Source: an optimization exercise on an open RTL-to-GDS flow (aim: small area, a short achievable clock period and few clock cycles per item). Production flows keep margins and buffers that such runs may drop.
Only simulation tests tie the RTL to the original design; equivalence was not proved.

==> flow/design.v (outline; a module is shown in full before it is edited, if it fits) <==
// module serial_multiplier: 529 lines
// module serial_multiplier_fa: 10 lines
module serial_multiplier (
    input  logic        clk,
    input  logic        rst,
    input  logic        start,
    input  logic [2:0]  funct3,         
    input  logic [31:0] A,
    input  logic [31:0] B,
    output logic [63:0] result_64,      
    output logic [31:0] result,         
    output logic        ready,
    output logic        stall
);
  // ...
==> flow/run.sh <==
#!/bin/bash
# synth_recipe.tcl (not shown) runs the flow's synth.tcl, then flattens the netlist and writes it again
# the make line also repeats each setting of config.mk as NAME=value (left out here)
make -C /OpenROAD-flow-scripts/flow DESIGN_CONFIG=/design/flow/config.mk WORK_HOME=/design/flow/orfs CLKGATE_MAP_FILE= SYNTH_SCRIPT=/design/flow/synth_recipe.tcl finish
==> flow/config.mk <==
export PLATFORM = sky130hd
export DESIGN_NAME = serial_multiplier
export DESIGN_NICKNAME = serial_multiplier
export VERILOG_FILES = /design/flow/design.v
export SDC_FILE = /design/flow/constraint.sdc
export NUM_CORES = 4
export LEC_CHECK = 0
export CAP_MARGIN = 20
export CORE_MARGIN = 2
export CORE_UTILIZATION = 50
export SETUP_SLACK_MARGIN = 1.2
export SLEW_MARGIN = 20
export SYNTH_HIERARCHICAL = 1
export SYNTH_MINIMUM_KEEP_SIZE = 0
==> flow/constraint.sdc <==
create_clock -name core_clock -period 5.5 [get_ports {clk}]
set_input_delay 1.1000 -clock core_clock [delete_from_list [all_inputs] [get_ports {clk}]]
set_output_delay 1.1000 -clock core_clock [all_outputs]
set_load 0.01 [all_outputs]
==> results_dict.tcl, run 1 <==
set metrics [dict create \
    status "timing/DRC/antenna clean" \
    drc 0 \
    globalRouteMet1Util_pct 44.9 \
    initial_core_util_pct 50.9 \
    n_all_buffers 313 \
    synth_top_family_by_area "adder cells" \
    final_cell_area_um2 24500 \
    rsz0062_at_grt "true" \
    synth_async_sr_flop_share_pct 1.10 \
    synth_ff_type "dfxtp_1" \
    maxUsedRoutingLayer "met4" \
    worst-setup-path-type "reg2out" \
    cp.depth 11 \
    hp-start "cnt[0]$_SDFF_PN0_" \
    worst_skew_pair.late_latency_ns 0.48 \
    worst_slack_ns 1.10 \
    synth_compound_area_share_pct 15.6 \
    final_cell_mix "fa_1, xnor2_1, a22oi_1, buf_4, dfxtp_1" \
    path_buf_inv 2 \
    dr_wl_met2_um 35600 \
    synth_top_area_share_pct 30.5 \
    fill_cells 3315 \
    r2r_start "neg[1]$_DFF_P_" \
    crit_chain "ha_1, a211o_1, a211oi_4, buf_4, o21a_1, o41a_1, o21a_4, o211ai_1, xor2_1, mux2_2, dlygate4sd2_1" \
    inv_count 28 \
    syn_area_um2 20400 \
    finalHoldViolCount 0 \
    crit_end "result[26]" \
    die_h_um 206 \
    tns_ns 0 \
    dieArea_um2 42400 \
    cts_max_level 4 \
    critPathTopFamily "compound AO/OA/AOI/OAI gates" \
    grt-busiest-layer "met2" \
]
Testbench counts, summed over its fixed seeds: cycles 9,608, items 3,200.
==> inputs of run 2 (changes only) <==
--- a/flow/design.v
+++ b/flow/design.v
@@ -488,17 +488,472 @@
     assign cs_s[47] = fc306;
     assign cs_c[47] = has12;
     assign cs_s[48] = hac12;
     assign cs_c[48] = fs308;
     assign cs_s[49] = fc308;
     assign cs_c[49] = 1'b0;
     wire [17:0] lo_w = {1'b0, lo_s, 1'b1} + {1'b0, lo_c, cin};
     wire [16:0] lo_sum = lo_w[17:1];
-    wire [48:0] pw = {hs[31:0], lo_s, 1'b1} + {hc[31:0], lo_c, cin};
+    wire [47:0] ax = {hs[31:0], lo_s};
+    wire [47:0] ay = {hc[31:0], lo_c};
+    wire [47:0] pp0 = ax ^ ay;
+    wire [47:0] gg0 = ax & ay;
+    wire g1_1 = gg0[1] | (pp0[1] & (gg0[0] | (pp0[0] & cin)));
+    wire p1_1 = pp0[1] & pp0[0];
+    wire g1_2 = gg0[2] | (pp0[2] & gg0[1]);
+    wire p1_2 = pp0[2] & pp0[1];
+    wire g1_3 = gg0[3] | (pp0[3] & gg0[2]);
+    wire p1_3 = pp0[3] & pp0[2];
+    wire g1_4 = gg0[4] | (pp0[4] & gg0[3]);
+    wire p1_4 = pp0[4] & pp0[3];
+    wire g1_5 = gg0[5] | (pp0[5] & gg0[4]);
+    wire p1_5 = pp0[5] & pp0[4];
+    wire g1_6 = gg0[6] | (pp0[6] & gg0[5]);
+    wire p1_6 = pp0[6] & pp0[5];
+    wire g1_7 = gg0[7] | (pp0[7] & gg0[6]);
+    wire p1_7 = pp0[7] & pp0[6];
+    wire g1_8 = gg0[8] | (pp0[8] & gg0[7]);
+    wire p1_8 = pp0[8] & pp0[7];
+    wire g1_9 = gg0[9] | (pp0[9] & gg0[8]);
+    wire p1_9 = pp0[9] & pp0[8];
+    wire g1_10 = gg0[10] | (pp0[10] & gg0[9]);
+    wire p1_10 = pp0[10] & pp0[9];
+    wire g1_11 = gg0[11] | (pp0[11] & gg0[10]);
+    wire p1_11 = pp0[11] & pp0[10];
+    wire g1_12 = gg0[12] | (pp0[12] & gg0[11]);
+    wire p1_12 = pp0[12] & pp0[11];
+    wire g1_13 = gg0[13] | (pp0[13] & gg0[12]);
+    wire p1_13 = pp0[13] & pp0[12];
+    wire g1_14 = gg0[14] | (pp0[14] & gg0[13]);
+    wire p1_14 = pp0[14] & pp0[13];
+    wire g1_15 = gg0[15] | (pp0[15] & gg0[14]);
+    wire p1_15 = pp0[15] & pp0[14];
+    wire g1_16 = gg0[16] | (pp0[16] & gg0[15]);
+    wire p1_16 = pp0[16] & pp0[15];
+    wire g1_17 = gg0[17] | (pp0[17] & gg0[16]);
+    wire p1_17 = pp0[17] & pp0[16];
+    wire g1_18 = gg0[18] | (pp0[18] & gg0[17]);
+    wire p1_18 = pp0[18] & pp0[17];
+    wire g1_19 = gg0[19] | (pp0[19] & gg0[18]);
+    wire p1_19 = pp0[19] & pp0[18];
+    wire g1_20 = gg0[20] | (pp0[20] & gg0[19]);
+    wire p1_20 = pp0[20] & pp0[19];
+    wire g1_21 = gg0[21] | (pp0[21] & gg0[20]);
+    wire p1_21 = pp0[21] & pp0[20];
+    wire g1_22 = gg0[22] | (pp0[22] & gg0[21]);
+    wire p1_22 = pp0[22] & pp0[21];
+    wire g1_23 = gg0[23] | (pp0[23] & gg0[22]);
+    wire p1_23 = pp0[23] & pp0[22];
+    wire g1_24 = gg0[24] | (pp0[24] & gg0[23]);
+    wire p1_24 = pp0[24] & pp0[23];
+    wire g1_25 = gg0[25] | (pp0[25] & gg0[24]);
+    wire p1_25 = pp0[25] & pp0[24];
+    wire g1_26 = gg0[26] | (pp0[26] & gg0[25]);
+    wire p1_26 = pp0[26] & pp0[25];
+    wire g1_27 = gg0[27] | (pp0[27] & gg0[26]);
+    wire p1_27 = pp0[27] & pp0[26];
+    wire g1_28 = gg0[28] | (pp0[28] & gg0[27]);
+    wire p1_28 = pp0[28] & pp0[27];
+    wire g1_29 = gg0[29] | (pp0[29] & gg0[28]);
+    wire p1_29 = pp0[29] & pp0[28];
+    wire g1_30 = gg0[30] | (pp0[30] & gg0[29]);
+    wire p1_30 = pp0[30] & pp0[29];
+    wire g1_31 = gg0[31] | (pp0[31] & gg0[30]);
+    wire p1_31 = pp0[31] & pp0[30];
+    wire g1_32 = gg0[32] | (pp0[32] & gg0[31]);
+    wire p1_32 = pp0[32] & pp0[31];
+    wire g1_33 = gg0[33] | (pp0[33] & gg0[32]);
+    wire p1_33 = pp0[33] & pp0[32];
+    wire g1_34 = gg0[34] | (pp0[34] & gg0[33]);
+    wire p1_34 = pp0[34] & pp0[33];
+    wire g1_35 = gg0[35] | (pp0[35] & gg0[34]);
+    wire p1_35 = pp0[35] & pp0[34];
+    wire g1_36 = gg0[36] | (pp0[36] & gg0[35]);
+    wire p1_36 = pp0[36] & pp0[35];
+    wire g1_37 = gg0[37] | (pp0[37] & gg0[36]);
+    wire p1_37 = pp0[37] & pp0[36];
+    wire g1_38 = gg0[38] | (pp0[38] & gg0[37]);
+    wire p1_38 = pp0[38] & pp0[37];
+    wire g1_39 = gg0[39] | (pp0[39] & gg0[38]);
+    wire p1_39 = pp0[39] & pp0[38];
+    wire g1_40 = gg0[40] | (pp0[40] & gg0[39]);
+    wire p1_40 = pp0[40] & pp0[39];
+    wire g1_41 = gg0[41] | (pp0[41] & gg0[40]);
+    wire p1_41 = pp0[41] & pp0[40];
+    wire g1_42 = gg0[42] | (pp0[42] & gg0[41]);
+    wire p1_42 = pp0[42] & pp0[41];
+    wire g1_43 = gg0[43] | (pp0[43] & gg0[42]);
+    wire p1_43 = pp0[43] & pp0[42];
+    wire g1_44 = gg0[44] | (pp0[44] & gg0[43]);
+    wire p1_44 = pp0[44] & pp0[43];
+    wire g1_45 = gg0[45] | (pp0[45] & gg0[44]);
+    wire p1_45 = pp0[45] & pp0[44];
+    wire g1_46 = gg0[46] | (pp0[46] & gg0[45]);
+    wire p1_46 = pp0[46] & pp0[45];
+    wire g1_47 = gg0[47] | (pp0[47] & gg0[46]);
+    wire p1_47 = pp0[47] & pp0[46];
+    wire g2_2 = g1_2 | (p1_2 & (gg0[0] | (pp0[0] & cin)));
+    wire p2_2 = p1_2 & pp0[0];
+    wire g2_3 = g1_3 | (p1_3 & g1_1);
+    wire p2_3 = p1_3 & p1_1;
+    wire g2_4 = g1_4 | (p1_4 & g1_2);
+    wire p2_4 = p1_4 & p1_2;
+    wire g2_5 = g1_5 | (p1_5 & g1_3);
+    wire p2_5 = p1_5 & p1_3;
+    wire g2_6 = g1_6 | (p1_6 & g1_4);
+    wire p2_6 = p1_6 & p1_4;
+    wire g2_7 = g1_7 | (p1_7 & g1_5);
+    wire p2_7 = p1_7 & p1_5;
+    wire g2_8 = g1_8 | (p1_8 & g1_6);
+    wire p2_8 = p1_8 & p1_6;
+    wire g2_9 = g1_9 | (p1_9 & g1_7);
+    wire p2_9 = p1_9 & p1_7;
+    wire g2_10 = g1_10 | (p1_10 & g1_8);
+    wire p2_10 = p1_10 & p1_8;
+    wire g2_11 = g1_11 | (p1_11 & g1_9);
+    wire p2_11 = p1_11 & p1_9;
+    wire g2_12 = g1_12 | (p1_12 & g1_10);
+    wire p2_12 = p1_12 & p1_10;
+    wire g2_13 = g1_13 | (p1_13 & g1_11);
+    wire p2_13 = p1_13 & p1_11;
+    wire g2_14 = g1_14 | (p1_14 & g1_12);
+    wire p2_14 = p1_14 & p1_12;
+    wire g2_15 = g1_15 | (p1_15 & g1_13);
+    wire p2_15 = p1_15 & p1_13;
+    wire g2_16 = g1_16 | (p1_16 & g1_14);
+    wire p2_16 = p1_16 & p1_14;
+    wire g2_17 = g1_17 | (p1_17 & g1_15);
+    wire p2_17 = p1_17 & p1_15;
+    wire g2_18 = g1_18 | (p1_18 & g1_16);
+    wire p2_18 = p1_18 & p1_16;
+    wire g2_19 = g1_19 | (p1_19 & g1_17);
+    wire p2_19 = p1_19 & p1_17;
+    wire g2_20 = g1_20 | (p1_20 & g1_18);
+    wire p2_20 = p1_20 & p1_18;
+    wire g2_21 = g1_21 | (p1_21 & g1_19);
+    wire p2_21 = p1_21 & p1_19;
+    wire g2_22 = g1_22 | (p1_22 & g1_20);
+    wire p2_22 = p1_22 & p1_20;
+    wire g2_23 = g1_23 | (p1_23 & g1_21);
+    wire p2_23 = p1_23 & p1_21;
+    wire g2_24 = g1_24 | (p1_24 & g1_22);
+    wire p2_24 = p1_24 & p1_22;
+    wire g2_25 = g1_25 | (p1_25 & g1_23);
+    wire p2_25 = p1_25 & p1_23;
+    wire g2_26 = g1_26 | (p1_26 & g1_24);
+    wire p2_26 = p1_26 & p1_24;
+    wire g2_27 = g1_27 | (p1_27 & g1_25);
+    wire p2_27 = p1_27 & p1_25;
+    wire g2_28 = g1_28 | (p1_28 & g1_26);
+    wire p2_28 = p1_28 & p1_26;
+    wire g2_29 = g1_29 | (p1_29 & g1_27);
+    wire p2_29 = p1_29 & p1_27;
+    wire g2_30 = g1_30 | (p1_30 & g1_28);
+    wire p2_30 = p1_30 & p1_28;
+    wire g2_31 = g1_31 | (p1_31 & g1_29);
+    wire p2_31 = p1_31 & p1_29;
+    wire g2_32 = g1_32 | (p1_32 & g1_30);
+    wire p2_32 = p1_32 & p1_30;
+    wire g2_33 = g1_33 | (p1_33 & g1_31);
+    wire p2_33 = p1_33 & p1_31;
+    wire g2_34 = g1_34 | (p1_34 & g1_32);
+    wire p2_34 = p1_34 & p1_32;
+    wire g2_35 = g1_35 | (p1_35 & g1_33);
+    wire p2_35 = p1_35 & p1_33;
+    wire g2_36 = g1_36 | (p1_36 & g1_34);
+    wire p2_36 = p1_36 & p1_34;
+    wire g2_37 = g1_37 | (p1_37 & g1_35);
+    wire p2_37 = p1_37 & p1_35;
+    wire g2_38 = g1_38 | (p1_38 & g1_36);
+    wire p2_38 = p1_38 & p1_36;
+    wire g2_39 = g1_39 | (p1_39 & g1_37);
+    wire p2_39 = p1_39 & p1_37;
+    wire g2_40 = g1_40 | (p1_40 & g1_38);
+    wire p2_40 = p1_40 & p1_38;
+    wire g2_41 = g1_41 | (p1_41 & g1_39);
+    wire p2_41 = p1_41 & p1_39;
+    wire g2_42 = g1_42 | (p1_42 & g1_40);
+    wire p2_42 = p1_42 & p1_40;
+    wire g2_43 = g1_43 | (p1_43 & g1_41);
+    wire p2_43 = p1_43 & p1_41;
+    wire g2_44 = g1_44 | (p1_44 & g1_42);
+    wire p2_44 = p1_44 & p1_42;
+    wire g2_45 = g1_45 | (p1_45 & g1_43);
+    wire p2_45 = p1_45 & p1_43;
+    wire g2_46 = g1_46 | (p1_46 & g1_44);
+    wire p2_46 = p1_46 & p1_44;
+    wire g2_47 = g1_47 | (p1_47 & g1_45);
+    wire p2_47 = p1_47 & p1_45;
+    wire g3_4 = g2_4 | (p2_4 & (gg0[0] | (pp0[0] & cin)));
+    wire p3_4 = p2_4 & pp0[0];
+    wire g3_5 = g2_5 | (p2_5 & g1_1);
+    wire p3_5 = p2_5 & p1_1;
+    wire g3_6 = g2_6 | (p2_6 & g2_2);
+    wire p3_6 = p2_6 & p2_2;
+    wire g3_7 = g2_7 | (p2_7 & g2_3);
+    wire p3_7 = p2_7 & p2_3;
+    wire g3_8 = g2_8 | (p2_8 & g2_4);
+    wire p3_8 = p2_8 & p2_4;
+    wire g3_9 = g2_9 | (p2_9 & g2_5);
+    wire p3_9 = p2_9 & p2_5;
+    wire g3_10 = g2_10 | (p2_10 & g2_6);
+    wire p3_10 = p2_10 & p2_6;
+    wire g3_11 = g2_11 | (p2_11 & g2_7);
+    wire p3_11 = p2_11 & p2_7;
+    wire g3_12 = g2_12 | (p2_12 & g2_8);
+    wire p3_12 = p2_12 & p2_8;
+    wire g3_13 = g2_13 | (p2_13 & g2_9);
+    wire p3_13 = p2_13 & p2_9;
+    wire g3_14 = g2_14 | (p2_14 & g2_10);
+    wire p3_14 = p2_14 & p2_10;
+    wire g3_15 = g2_15 | (p2_15 & g2_11);
+    wire p3_15 = p2_15 & p2_11;
+    wire g3_16 = g2_16 | (p2_16 & g2_12);
+    wire p3_16 = p2_16 & p2_12;
+    wire g3_17 = g2_17 | (p2_17 & g2_13);
+    wire p3_17 = p2_17 & p2_13;
+    wire g3_18 = g2_18 | (p2_18 & g2_14);
+    wire p3_18 = p2_18 & p2_14;
+    wire g3_19 = g2_19 | (p2_19 & g2_15);
+    wire p3_19 = p2_19 & p2_15;
+    wire g3_20 = g2_20 | (p2_20 & g2_16);
+    wire p3_20 = p2_20 & p2_16;
+    wire g3_21 = g2_21 | (p2_21 & g2_17);
+    wire p3_21 = p2_21 & p2_17;
+    wire g3_22 = g2_22 | (p2_22 & g2_18);
+    wire p3_22 = p2_22 & p2_18;
+    wire g3_23 = g2_23 | (p2_23 & g2_19);
+    wire p3_23 = p2_23 & p2_19;
+    wire g3_24 = g2_24 | (p2_24 & g2_20);
+    wire p3_24 = p2_24 & p2_20;
+    wire g3_25 = g2_25 | (p2_25 & g2_21);
+    wire p3_25 = p2_25 & p2_21;
+    wire g3_26 = g2_26 | (p2_26 & g2_22);
+    wire p3_26 = p2_26 & p2_22;
+    wire g3_27 = g2_27 | (p2_27 & g2_23);
+    wire p3_27 = p2_27 & p2_23;
+    wire g3_28 = g2_28 | (p2_28 & g2_24);
+    wire p3_28 = p2_28 & p2_24;
+    wire g3_29 = g2_29 | (p2_29 & g2_25);
+    wire p3_29 = p2_29 & p2_25;
+    wire g3_30 = g2_30 | (p2_30 & g2_26);
+    wire p3_30 = p2_30 & p2_26;
+    wire g3_31 = g2_31 | (p2_31 & g2_27);
+    wire p3_31 = p2_31 & p2_27;
+    wire g3_32 = g2_32 | (p2_32 & g2_28);
+    wire p3_32 = p2_32 & p2_28;
+    wire g3_33 = g2_33 | (p2_33 & g2_29);
+    wire p3_33 = p2_33 & p2_29;
+    wire g3_34 = g2_34 | (p2_34 & g2_30);
+    wire p3_34 = p2_34 & p2_30;
+    wire g3_35 = g2_35 | (p2_35 & g2_31);
+    wire p3_35 = p2_35 & p2_31;
+    wire g3_36 = g2_36 | (p2_36 & g2_32);
+    wire p3_36 = p2_36 & p2_32;
+    wire g3_37 = g2_37 | (p2_37 & g2_33);
+    wire p3_37 = p2_37 & p2_33;
+    wire g3_38 = g2_38 | (p2_38 & g2_34);
+    wire p3_38 = p2_38 & p2_34;
+    wire g3_39 = g2_39 | (p2_39 & g2_35);
+    wire p3_39 = p2_39 & p2_35;
+    wire g3_40 = g2_40 | (p2_40 & g2_36);
+    wire p3_40 = p2_40 & p2_36;
+    wire g3_41 = g2_41 | (p2_41 & g2_37);
+    wire p3_41 = p2_41 & p2_37;
+    wire g3_42 = g2_42 | (p2_42 & g2_38);
+    wire p3_42 = p2_42 & p2_38;
+    wire g3_43 = g2_43 | (p2_43 & g2_39);
+    wire p3_43 = p2_43 & p2_39;
+    wire g3_44 = g2_44 | (p2_44 & g2_40);
+    wire p3_44 = p2_44 & p2_40;
+    wire g3_45 = g2_45 | (p2_45 & g2_41);
+    wire p3_45 = p2_45 & p2_41;
+    wire g3_46 = g2_46 | (p2_46 & g2_42);
+    wire p3_46 = p2_46 & p2_42;
+    wire g3_47 = g2_47 | (p2_47 & g2_43);
+    wire p3_47 = p2_47 & p2_43;
+    wire g4_8 = g3_8 | (p3_8 & (gg0[0] | (pp0[0] & cin)));
+    wire p4_8 = p3_8 & pp0[0];
+    wire g4_9 = g3_9 | (p3_9 & g1_1);
+    wire p4_9 = p3_9 & p1_1;
+    wire g4_10 = g3_10 | (p3_10 & g2_2);
+    wire p4_10 = p3_10 & p2_2;
+    wire g4_11 = g3_11 | (p3_11 & g2_3);
+    wire p4_11 = p3_11 & p2_3;
+    wire g4_12 = g3_12 | (p3_12 & g3_4);
+    wire p4_12 = p3_12 & p3_4;
+    wire g4_13 = g3_13 | (p3_13 & g3_5);
+    wire p4_13 = p3_13 & p3_5;
+    wire g4_14 = g3_14 | (p3_14 & g3_6);
+    wire p4_14 = p3_14 & p3_6;
+    wire g4_15 = g3_15 | (p3_15 & g3_7);
+    wire p4_15 = p3_15 & p3_7;
+    wire g4_16 = g3_16 | (p3_16 & g3_8);
+    wire p4_16 = p3_16 & p3_8;
+    wire g4_17 = g3_17 | (p3_17 & g3_9);
+    wire p4_17 = p3_17 & p3_9;
+    wire g4_18 = g3_18 | (p3_18 & g3_10);
+    wire p4_18 = p3_18 & p3_10;
+    wire g4_19 = g3_19 | (p3_19 & g3_11);
+    wire p4_19 = p3_19 & p3_11;
+    wire g4_20 = g3_20 | (p3_20 & g3_12);
+    wire p4_20 = p3_20 & p3_12;
+    wire g4_21 = g3_21 | (p3_21 & g3_13);
+    wire p4_21 = p3_21 & p3_13;
+    wire g4_22 = g3_22 | (p3_22 & g3_14);
+    wire p4_22 = p3_22 & p3_14;
+    wire g4_23 = g3_23 | (p3_23 & g3_15);
+    wire p4_23 = p3_23 & p3_15;
+    wire g4_24 = g3_24 | (p3_24 & g3_16);
+    wire p4_24 = p3_24 & p3_16;
+    wire g4_25 = g3_25 | (p3_25 & g3_17);
+    wire p4_25 = p3_25 & p3_17;
+    wire g4_26 = g3_26 | (p3_26 & g3_18);
+    wire p4_26 = p3_26 & p3_18;
+    wire g4_27 = g3_27 | (p3_27 & g3_19);
+    wire p4_27 = p3_27 & p3_19;
+    wire g4_28 = g3_28 | (p3_28 & g3_20);
+    wire p4_28 = p3_28 & p3_20;
+    wire g4_29 = g3_29 | (p3_29 & g3_21);
+    wire p4_29 = p3_29 & p3_21;
+    wire g4_30 = g3_30 | (p3_30 & g3_22);
+    wire p4_30 = p3_30 & p3_22;
+    wire g4_31 = g3_31 | (p3_31 & g3_23);
+    wire p4_31 = p3_31 & p3_23;
+    wire g4_32 = g3_32 | (p3_32 & g3_24);
+    wire p4_32 = p3_32 & p3_24;
+    wire g4_33 = g3_33 | (p3_33 & g3_25);
+    wire p4_33 = p3_33 & p3_25;
+    wire g4_34 = g3_34 | (p3_34 & g3_26);
+    wire p4_34 = p3_34 & p3_26;
+    wire g4_35 = g3_35 | (p3_35 & g3_27);
+    wire p4_35 = p3_35 & p3_27;
+    wire g4_36 = g3_36 | (p3_36 & g3_28);
+    wire p4_36 = p3_36 & p3_28;
+    wire g4_37 = g3_37 | (p3_37 & g3_29);
+    wire p4_37 = p3_37 & p3_29;
+    wire g4_38 = g3_38 | (p3_38 & g3_30);
+    wire p4_38 = p3_38 & p3_30;
+    wire g4_39 = g3_39 | (p3_39 & g3_31);
+    wire p4_39 = p3_39 & p3_31;
+    wire g4_40 = g3_40 | (p3_40 & g3_32);
+    wire p4_40 = p3_40 & p3_32;
+    wire g4_41 = g3_41 | (p3_41 & g3_33);
+    wire p4_41 = p3_41 & p3_33;
+    wire g4_42 = g3_42 | (p3_42 & g3_34);
+    wire p4_42 = p3_42 & p3_34;
+    wire g4_43 = g3_43 | (p3_43 & g3_35);
+    wire p4_43 = p3_43 & p3_35;
+    wire g4_44 = g3_44 | (p3_44 & g3_36);
+    wire p4_44 = p3_44 & p3_36;
+    wire g4_45 = g3_45 | (p3_45 & g3_37);
+    wire p4_45 = p3_45 & p3_37;
+    wire g4_46 = g3_46 | (p3_46 & g3_38);
+    wire p4_46 = p3_46 & p3_38;
+    wire g4_47 = g3_47 | (p3_47 & g3_39);
+    wire p4_47 = p3_47 & p3_39;
+    wire g5_16 = g4_16 | (p4_16 & (gg0[0] | (pp0[0] & cin)));
+    wire p5_16 = p4_16 & pp0[0];
+    wire g5_17 = g4_17 | (p4_17 & g1_1);
+    wire p5_17 = p4_17 & p1_1;
+    wire g5_18 = g4_18 | (p4_18 & g2_2);
+    wire p5_18 = p4_18 & p2_2;
+    wire g5_19 = g4_19 | (p4_19 & g2_3);
+    wire p5_19 = p4_19 & p2_3;
+    wire g5_20 = g4_20 | (p4_20 & g3_4);
+    wire p5_20 = p4_20 & p3_4;
+    wire g5_21 = g4_21 | (p4_21 & g3_5);
+    wire p5_21 = p4_21 & p3_5;
+    wire g5_22 = g4_22 | (p4_22 & g3_6);
+    wire p5_22 = p4_22 & p3_6;
+    wire g5_23 = g4_23 | (p4_23 & g3_7);
+    wire p5_23 = p4_23 & p3_7;
+    wire g5_24 = g4_24 | (p4_24 & g4_8);
+    wire p5_24 = p4_24 & p4_8;
+    wire g5_25 = g4_25 | (p4_25 & g4_9);
+    wire p5_25 = p4_25 & p4_9;
+    wire g5_26 = g4_26 | (p4_26 & g4_10);
+    wire p5_26 = p4_26 & p4_10;
+    wire g5_27 = g4_27 | (p4_27 & g4_11);
+    wire p5_27 = p4_27 & p4_11;
+    wire g5_28 = g4_28 | (p4_28 & g4_12);
+    wire p5_28 = p4_28 & p4_12;
+    wire g5_29 = g4_29 | (p4_29 & g4_13);
+    wire p5_29 = p4_29 & p4_13;
+    wire g5_30 = g4_30 | (p4_30 & g4_14);
+    wire p5_30 = p4_30 & p4_14;
+    wire g5_31 = g4_31 | (p4_31 & g4_15);
+    wire p5_31 = p4_31 & p4_15;
+    wire g5_32 = g4_32 | (p4_32 & g4_16);
+    wire p5_32 = p4_32 & p4_16;
+    wire g5_33 = g4_33 | (p4_33 & g4_17);
+    wire p5_33 = p4_33 & p4_17;
+    wire g5_34 = g4_34 | (p4_34 & g4_18);
+    wire p5_34 = p4_34 & p4_18;
+    wire g5_35 = g4_35 | (p4_35 & g4_19);
+    wire p5_35 = p4_35 & p4_19;
+    wire g5_36 = g4_36 | (p4_36 & g4_20);
+    wire p5_36 = p4_36 & p4_20;
+    wire g5_37 = g4_37 | (p4_37 & g4_21);
+    wire p5_37 = p4_37 & p4_21;
+    wire g5_38 = g4_38 | (p4_38 & g4_22);
+    wire p5_38 = p4_38 & p4_22;
+    wire g5_39 = g4_39 | (p4_39 & g4_23);
+    wire p5_39 = p4_39 & p4_23;
+    wire g5_40 = g4_40 | (p4_40 & g4_24);
+    wire p5_40 = p4_40 & p4_24;
+    wire g5_41 = g4_41 | (p4_41 & g4_25);
+    wire p5_41 = p4_41 & p4_25;
+    wire g5_42 = g4_42 | (p4_42 & g4_26);
+    wire p5_42 = p4_42 & p4_26;
+    wire g5_43 = g4_43 | (p4_43 & g4_27);
+    wire p5_43 = p4_43 & p4_27;
+    wire g5_44 = g4_44 | (p4_44 & g4_28);
+    wire p5_44 = p4_44 & p4_28;
+    wire g5_45 = g4_45 | (p4_45 & g4_29);
+    wire p5_45 = p4_45 & p4_29;
+    wire g5_46 = g4_46 | (p4_46 & g4_30);
+    wire p5_46 = p4_46 & p4_30;
+    wire g5_47 = g4_47 | (p4_47 & g4_31);
+    wire p5_47 = p4_47 & p4_31;
+    wire g6_32 = g5_32 | (p5_32 & (gg0[0] | (pp0[0] & cin)));
+    wire p6_32 = p5_32 & pp0[0];
+    wire g6_33 = g5_33 | (p5_33 & g1_1);
+    wire p6_33 = p5_33 & p1_1;
+    wire g6_34 = g5_34 | (p5_34 & g2_2);
+    wire p6_34 = p5_34 & p2_2;
+    wire g6_35 = g5_35 | (p5_35 & g2_3);
+    wire p6_35 = p5_35 & p2_3;
+    wire g6_36 = g5_36 | (p5_36 & g3_4);
+    wire p6_36 = p5_36 & p3_4;
+    wire g6_37 = g5_37 | (p5_37 & g3_5);
+    wire p6_37 = p5_37 & p3_5;
+    wire g6_38 = g5_38 | (p5_38 & g3_6);
+    wire p6_38 = p5_38 & p3_6;
+    wire g6_39 = g5_39 | (p5_39 & g3_7);
+    wire p6_39 = p5_39 & p3_7;
+    wire g6_40 = g5_40 | (p5_40 & g4_8);
+    wire p6_40 = p5_40 & p4_8;
+    wire g6_41 = g5_41 | (p5_41 & g4_9);
+    wire p6_41 = p5_41 & p4_9;
+    wire g6_42 = g5_42 | (p5_42 & g4_10);
+    wire p6_42 = p5_42 & p4_10;
+    wire g6_43 = g5_43 | (p5_43 & g4_11);
+    wire p6_43 = p5_43 & p4_11;
+    wire g6_44 = g5_44 | (p5_44 & g4_12);
+    wire p6_44 = p5_44 & p4_12;
+    wire g6_45 = g5_45 | (p5_45 & g4_13);
+    wire p6_45 = p5_45 & p4_13;
+    wire g6_46 = g5_46 | (p5_46 & g4_14);
+    wire p6_46 = p5_46 & p4_14;
+    wire g6_47 = g5_47 | (p5_47 & g4_15);
+    wire p6_47 = p5_47 & p4_15;
+    wire [47:0] cy = {g6_47, g6_46, g6_45, g6_44, g6_43, g6_42, g6_41, g6_40, g6_39, g6_38, g6_37, g6_36, g6_35, g6_34, g6_33, g6_32, g5_31, g5_30, g5_29, g5_28, g5_27, g5_26, g5_25, g5_24, g5_23, g5_22, g5_21, g5_20, g5_19, g5_18, g5_17, g5_16, g4_15, g4_14, g4_13, g4_12, g4_11, g4_10, g4_9, g4_8, g3_7, g3_6, g3_5, g3_4, g2_3, g2_2, g1_1, (gg0[0] | (pp0[0] & cin))};
+    wire [48:0] pw = {pp0 ^ {cy[46:0], cin}, 1'b0};
     assign result_64 = {pw[48:1], l[16:1]};
     assign result    = hi_sel ? result_64[63:32] : result_64[31:0];
     assign stall     = busy;
     always_ff @(posedge clk or posedge rst) begin
         if (rst) begin
             busy  <= 1'b0;
             ready <= 1'b0;
         end else begin
==> results_dict.tcl, run 2 <==
set metrics [dict create \
    seq_area_frac_synth_pct 19.5 \
    slowest_stage "fa_2" \
    whs_ns 0.458 \
    min_path_cells 1 \
    grt_pass1_vias 16700 \
    crit_required_ns 4.40 \
    die_h_um 206 \
    grt-ovfl-total 0 \
    cp_max_fo 4 \
    cts_max_level 4 \
    root_buffer "clkbuf_16" \
    syn_to_final_growth_pct 20.6 \
    synth_area_leaders "fa_1, dfxtp_1, xnor2_1, a22oi_1, edfxtp_1" \
    yosysTopAreaCell "fa_1" \
    worst_skew_pair.late_latency_ns 0.47 \
    critPathTopFamily "compound AO/OA/AOI/OAI gates" \
    grt.total_usage_pct 34.2 \
    worst_slack_ns 0.690 \
    synth_async_sr_flop_share_pct 1.10 \
    yosysWarnings 7 \
    postSynthCellCount 1940 \
    finalHoldViolCount 0 \
    cp-end-kind "output port" \
    synth_top_area_share_pct 30.5 \
    fin_crit_ns 4.81 \
    regMostFlops "hs" \
    dieWidth_um 206 \
    synth-simple-area-share_pct 7.64 \
    whs_endpoint "cnt[0]$_SDFF_PN0_" \
    cp-start-kind "register" \
    synth_ff_type "dfxtp_1" \
    ys_seq_elements 181 \
    num_io_pins 168 \
    gp_congestion 0.923 \
    clk_path_buf_depth 2 \
    final_common_cell "fa_1" \
    r2r_start "two[6]$_DFF_P_" \
    cts_buffers 17 \
    r2r_setup_slack_ns 1.30 \
    core_um2 40600 \
    dieArea_um2 42500 \
    drt_wl_total_um 71800 \
    avgSynthCellArea_um2 10.5 \
    synth_cell_types 79 \
    io_buffers 167 \
    synth-adder-area-share_pct 35.1 \
    timing.rr.end "hs[17]$_DFF_P_" \
    hp-start "cnt[0]$_SDFF_PN0_" \
    slew_headroom_pct 29.2 \
    drv_cap 0 \
    worst-r2r-cell-count 8 \
    hp-class "reg2reg" \
    place_ws_ns 0.585 \
    largest_reg_flops 34 \
    crit_path_start "cin$_DFF_P_" \
    synth.area.mux_share_pct 2.99 \
    tns_ns 0 \
    nNetsFinal 2515 \
    drtPass1Iterations 6 \
    ant_nets 0 \
    skew_ns 0.0198 \
    drtIter0Drc 1406 \
    antenna_found_initial 3 \
    slew_violations 0 \
    grt_max_degree 55 \
    cts_tree "built" \
    synth-xor-area-share_pct 13.9 \
    crit_chain "inv_2, fa_2, inv_2, fa_2, a211oi_4, nor2_4, o31ai_4, a31oi_2, a41o_2, a221oi_4, o41ai_2, xor2_1, buf_4, mux2_4, buf_6" \
    syn_area_um2 20400 \
    post-dp-hpwl_um 51700 \
    path_buf_inv 4 \
    drc 0 \
    synth.most_common_cell "fa_1" \
    critPathMaxStageDelay_ns 0.39 \
    num_rows 74 \
    rsz0062_at_grt "true" \
    final_cell_mix "fa_1, xnor2_1, a22oi_1, buf_4, dfxtp_1" \
    worst-setup-path-type "reg2out" \
    viasPerCell 6.21 \
    clock_sinks 181 \
    cp.depth 15 \
    drive_gt1_share_pct 21.1 \
    hold_buffers 0 \
    synth_top_family_by_area "adder cells" \
    setup_viol 0 \
    fmaxAchievable_mhz 208 \
    status "timing/DRC/antenna clean" \
    grt_pass1_wl_um 105000 \
    clk_pin_slew_worst_paths_ns 0.08 \
    synth_common_cells "fa_1, xnor2_1, a22oi_1" \
    routed-via-count 16200 \
    placed_cell_area_um2 22300 \
    synth_edf_count 35 \
    period_share_pct 87.5 \
    synth_compound_area_share_pct 15.5 \
    final_cell_area_um2 24600 \
    wl_per_cell_um 27.6 \
    tightest_slew_ns 1.06 \
    arrival_ns 3.71 \
    initial_core_util_pct 50.4 \
]
==> run 2: cell types whose count changed in the layout (fill, tap and decap cells not counted), moves of 8 or more <==
cell,delta
a21oi_1,+8
buf_6,+25
dfxtp_1,+9
dfxtp_2,-8
dlygate4sd2_1,-10
ha_2,+10
ha_4,-15
mux2_4,+11
==> run 2: logic make-up (layout without fill, tap and decap cells) <==
family | count (synthesis) | after routing
compound gates | 439 | 439
xor+xnor | 325 | 325
fa+ha+maj | 386 | 386
buf+inv | 260 | 389
flops | 181 | 181
mux | 54 | 54
other cells | 1 | 5
simple gates | 294 | 294
==> run 2: repair_timing <==
action | CTS | global route
setup buffers | 36 | 59
gates resized for setup | 249 | 154
cloned | 0 | 0
pin swaps | 44 | 55
setup endpoints to repair | 84 | 82
==> run 2: metrics by stage <==
| stage | util (%) | instances |
|---|---|---|
| global route | 60.8 | 2604 |
| floorplan | - | 1943 |
| CTS | 58.4 | 2545 |
| finish | 60.8 | 2605 |
| detailed placement | 54.9 | 2477 |
| global placement | 54.9 | 2477 |
==> run 2: routing by layer <==
layer  wire length [um]  track usage (%)
met1              27600             44.1
met2              34900             56.8
met3               5650             5.06
met4               3630             16.3
met5                  0                0
==> run 2: how the worst max path moves through the flow <==
stage / to
floorplan: hs[4]$_DFF_P_
global placement: result[22]
detailed placement: result[22]
CTS: result[30]
global route: result[30]
finish: result[30]
==> run 2: layout make-up <==
class | count | area [um^2]
sequential | 181 | 4020
clock buffer | 20 | 457
antenna | 1 | 2.50
multi-input combinational | 1502 | 16300
timing repair buffer | 320 | 2910
fill | 3449 | 15900
tap | 532 | 666
inverter | 37 | 139
clock inverter | 12 | 115
==> run 2: per-module statistics from Yosys (local to each module, per instance) <==
module                cells  area, um^2  times used  flip-flops and latches
serial_multiplier      1631       14300           1                     181
serial_multiplier_fa      1        20.0         309                       0
==> run 2: worst register-to-register path: cells and delay by family (launching register included) <==
kind,cells,cell delay (ns)
fa+ha+maj,5,2.48
xor+xnor,1,0.19
compound gates,1,0.14
buf+inv,1,0.45
flops,1,0.82
Testbench counts of run 2, summed over its fixed seeds: cycles 9,608, items 3,200.

==> separate check: timing with driven ports <==
The results above use ideal ports. As a check the final layouts listed here were re-extracted and re-timed, cells and wires unchanged.
Step 1 (the two cells are an assumption about what drives the block):
set clk [get_ports {clk}]
set_driving_cell -lib_cell sky130_fd_sc_hd__clkbuf_16 $clk
set_driving_cell -lib_cell sky130_fd_sc_hd__buf_2 [delete_from_list [all_inputs] $clk]
Step 2 moves the port delays by t, midway between the first and last clock arrival at a register: inputs arrive t later, outputs are due t later. That takes back most of the time a late clock gives input paths.
Three values: no drivers, after step 1, after step 2; two values: the first two.
run | shift t [ns] | slack for setup (ns) | worst register clock-pin slew, ns
run 1 | 0.524 | 1.100 / 1.044 / 1.241 | 0.09 / 0.09
run 2 | 0.523 | 0.690 / 0.632 / 1.155 | 0.08 / 0.08
After both steps every run listed still meets setup and hold.
